What follows belongs to an exercise in optimizing a design on an open flow for small area; a production flow would make more cautious choices.
Function was checked by simulation only, so behaviour that the tests miss may differ from the original.

Setup of JK:
Design processor, start of the top module:
module processor
(
	output w_en,
	output done,
	output [7:0] addr,
	output [31:0] data_out,
	input clk,
	input rst_n,
	input start,
	input [31:0] data_in
);
	reg s0, s1, s2;
	always @(posedge clk or negedge rst_n) begin
		if (~rst_n) begin
			s0 <= 1'b0;
			s1 <= 1'b0;
			s2 <= 1'b0;
		end else begin
			s0 <= ~s2 & (start | s0);
			s1 <= s0;
			s2 <= s1;
		end
	end
	reg [15:0] rw;    
	reg [15:0] cw;    
	wire det_load = s1 & ~s0 & (data_in[31:29] == 3'd4);
	wire mul_load = s1 & ~s0 & (data_in[31:29] == 3'd2);
	always @(posedge clk) begin
		if (s1) begin
			rw <= {rw[7:0], rw[15:8]};
		end else begin
			rw <= {data_in[7:0], data_in[15:8]};
		end
		if (~s1) begin
			cw <= {data_in[31:28], data_in[23:20], data_in[27:24], data_in[19:16]};
		end else begin
			if (det_load)
				cw[7:0] <= {~rw[3:0], rw[7:4]};
			if (mul_load)
				cw[15:8] <= m2;
		end
	end
	reg [7:0] ar;
	reg q_sub, q_as, q_mul, q_tr, q_det;
	wire in_delay = s1 & ~s0;
	always @(posedge clk) begin
		ar <= data_in[7:0];
		q_sub <= data_in[29];
		q_as  <= in_delay & (data_in[31:30] == 2'd0);
		q_mul <= mul_load;
		q_tr  <= in_delay & (data_in[31:29] == 3'd3);
		q_det <= det_load;
	end
	wire det_sel = q_det;
	wire [3:0] x1 = rw[3:0];
	wire [3:0] x2 = rw[7:4];
	wire [3:0] y1 = s0 ? cw[11:8] : cw[3:0];
	wire [3:0] y2 = s0 ? cw[15:12] : cw[7:4];
	wire e = det_sel;
	wire [7:0] u;
	wire t0 = x1[0] & y1[0];
	wire t1 = x1[0] & y1[1];
	wire t2 = x1[0] & y1[2];
	wire t3 = x1[1] & y1[0];
	wire t4 = x1[1] & y1[1];
	wire t5 = ~(x1[1] & y1[2]);
	wire t6 = x1[1] & y1[2];
	wire t7 = x1[2] & y1[0];
	wire t8 = x1[2] & y1[1];
	wire t9 = ~(x1[2] & y1[2]);
	wire t10 = x1[2] & y1[2];
	wire t11 = ~(x1[3] & y1[0]);
	wire t12 = ~(x1[3] & y1[1]);
  ...
export LEC_CHECK = 0
export CAP_MARGIN = 20
export CORE_MARGIN = 2
export CORE_UTILIZATION = 40
export SLEW_MARGIN = 20
export SYNTH_HIERARCHICAL = 1
export SYNTH_MINIMUM_KEEP_SIZE = 0
create_clock -name core_clock -period 7.0 [get_ports {clk}]
standard.sh (not shown) runs the stock make flow with config.mk's settings and CLKGATE_MAP_FILE= SYNTH_SCRIPT=/design/flow/synth_recipe.tcl, a recipe that flattens the netlist after the stock synthesis.
==> flow/flow/run.sh <==
#!/bin/bash
# The standard layout (standard.sh: the standard flow's synthesis and ORFS flow), with two
# changes to how the layout is made:
#  - every input and output port still gets its own buffer, but a buf_1
#    rather than the delay cell that buffer_ports picks by default;
#  - clock tree synthesis does not add dummy loads at the tree's leaves.
set -euo pipefail
export BUFFER_PORTS_ARGS="-buffer_cell sky130_fd_sc_hd__buf_1"
export CTS_ARGS="-sink_clustering_enable -repair_clock_nets -dont_use_dummy_load -buf_list sky130_fd_sc_hd__clkbuf_4 -sink_clustering_size 10 -sink_clustering_max_diameter 60"
bash standard.sh synth > synth.log 2>&1
bash standard.sh finish > layout.log 2>&1
For MS, these inputs were changed with respect to JK:
--- a/flow/design.v
+++ b/flow/design.v
@@ -125,42 +125,42 @@
 	wire s51, c51;
 	fa f51 (.a(t12), .b(t15), .c(t26), .s(s51), .co(c51));
 	wire s52, c52;
 	fa f52 (.a(t28), .b(t31), .c(t6), .s(s52), .co(c52));
 	wire s53, c53;
 	fa f53 (.a(t9), .b(c45), .c(c46), .s(s53), .co(c53));
 	wire s54, c54;
 	fa f54 (.a(c47), .b(s51), .c(s52), .s(s54), .co(c54));
 	wire s55, c55;
 	fa f55 (.a(s53), .b(c48), .c(s54), .s(s55), .co(c55));
 	wire s56, c56;
-	fa f56 (.a(c49), .b(s55), .c(c50), .s(s56), .co(c56));
+	ha h56 (.a(c49), .b(s55), .s(s56), .co(c56));
 	wire s57, c57;
 	fa f57 (.a(t10), .b(t13), .c(t16), .s(s57), .co(c57));
 	wire s58, c58;
 	fa f58 (.a(t29), .b(t32), .c(c51), .s(s58), .co(c58));
 	wire s59, c59;
 	fa f59 (.a(c52), .b(s57), .c(c53), .s(s59), .co(c59));
 	wire s60, c60;
 	fa f60 (.a(s58), .b(c54), .c(s59), .s(s60), .co(c60));
 	wire s61, c61;
-	fa f61 (.a(c55), .b(s60), .c(c56), .s(s61), .co(c61));
+	ha h61 (.a(c55), .b(s60), .s(s61), .co(c61));
 	wire s62, c62;
 	fa f62 (.a(t17), .b(t33), .c(c57), .s(s62), .co(c62));
 	wire s63, c63;
 	fa f63 (.a(c58), .b(s62), .c(c59), .s(s63), .co(c63));
 	wire s64, c64;
-	fa f64 (.a(c60), .b(s63), .c(c61), .s(s64), .co(c64));
-	wire t65 = c62 ^ c63 ^ c64;
-	wire [7:0] ra = {t65, s64, s61, s56, s50, s44, s39, s38};
-	wire [7:0] rb = {1'b0, 1'b0, 1'b0, 1'b0, 1'b0, 1'b0, s40, 1'b0};
+	ha h64 (.a(c60), .b(s63), .s(s64), .co(c64));
+	wire t65 = c62 ^ c63;
+	wire [7:0] ra = {t65, s64, c56, c50, s50, s44, s39, s38};
+	wire [7:0] rb = {c64, c61, s61, s56, 1'b0, 1'b0, s40, 1'b0};
 	assign u = ra + rb;
 	reg [7:0] m1, m2;
 	always @(posedge clk) begin
 		m1 <= u;
 		m2 <= m1;
 	end
 	wire [3:0] a11 = rw[3:0], a12 = rw[7:4], a21 = rw[11:8], a22 = rw[15:12];
 	wire [3:0] b11 = cw[3:0], b21 = cw[7:4], b12 = cw[11:8], b22 = cw[15:12];
 	wire sub = q_sub;
 	wire [3:0] sa0 = a11, sa1 = a12, sa2 = a21, sa3 = a22;
 	wire [3:0] sb0 = b11, sb1 = b12, sb2 = b21, sb3 = b22;
Findings:
In the tables for MS and JK, worst setup slack reads lower with JK.
MS ends up with a met2 layer wire length in the routed design that is 500 um lower than in JK.
Taking JK as the reference, in MS routed via count divided by cell count decreased about 5%; synthesized area per cell decreased 0.077 um2; die area increased 140 um2.

==> what the ideal ports hide <==
Ports are ideal in the flow. The routed layouts listed here were re-timed in OpenROAD. Step 1 sets driving cells, clkbuf_16 on the clock port and buf_2 on the other inputs (assumed; they add their load-dependent delay and slew). Step 2 moves the port delays by t, midway between the first and last clock arrival at a register: inputs arrive t later, outputs are due t later. That takes back most of the time a late clock gives input paths. Slacks: ideal ports / drivers / drivers and shift; pairs: ideal ports / drivers.
run | t (ns) | setup slack, ns | clock arrival spread, ns
JK | 0.424 | 0.181 / 0.151 / 0.575 | 0.039 / 0.038
MS | 0.418 | 0.317 / 0.288 / 0.706 | 0.025 / 0.024
After both steps setup and hold are still met in every run listed.
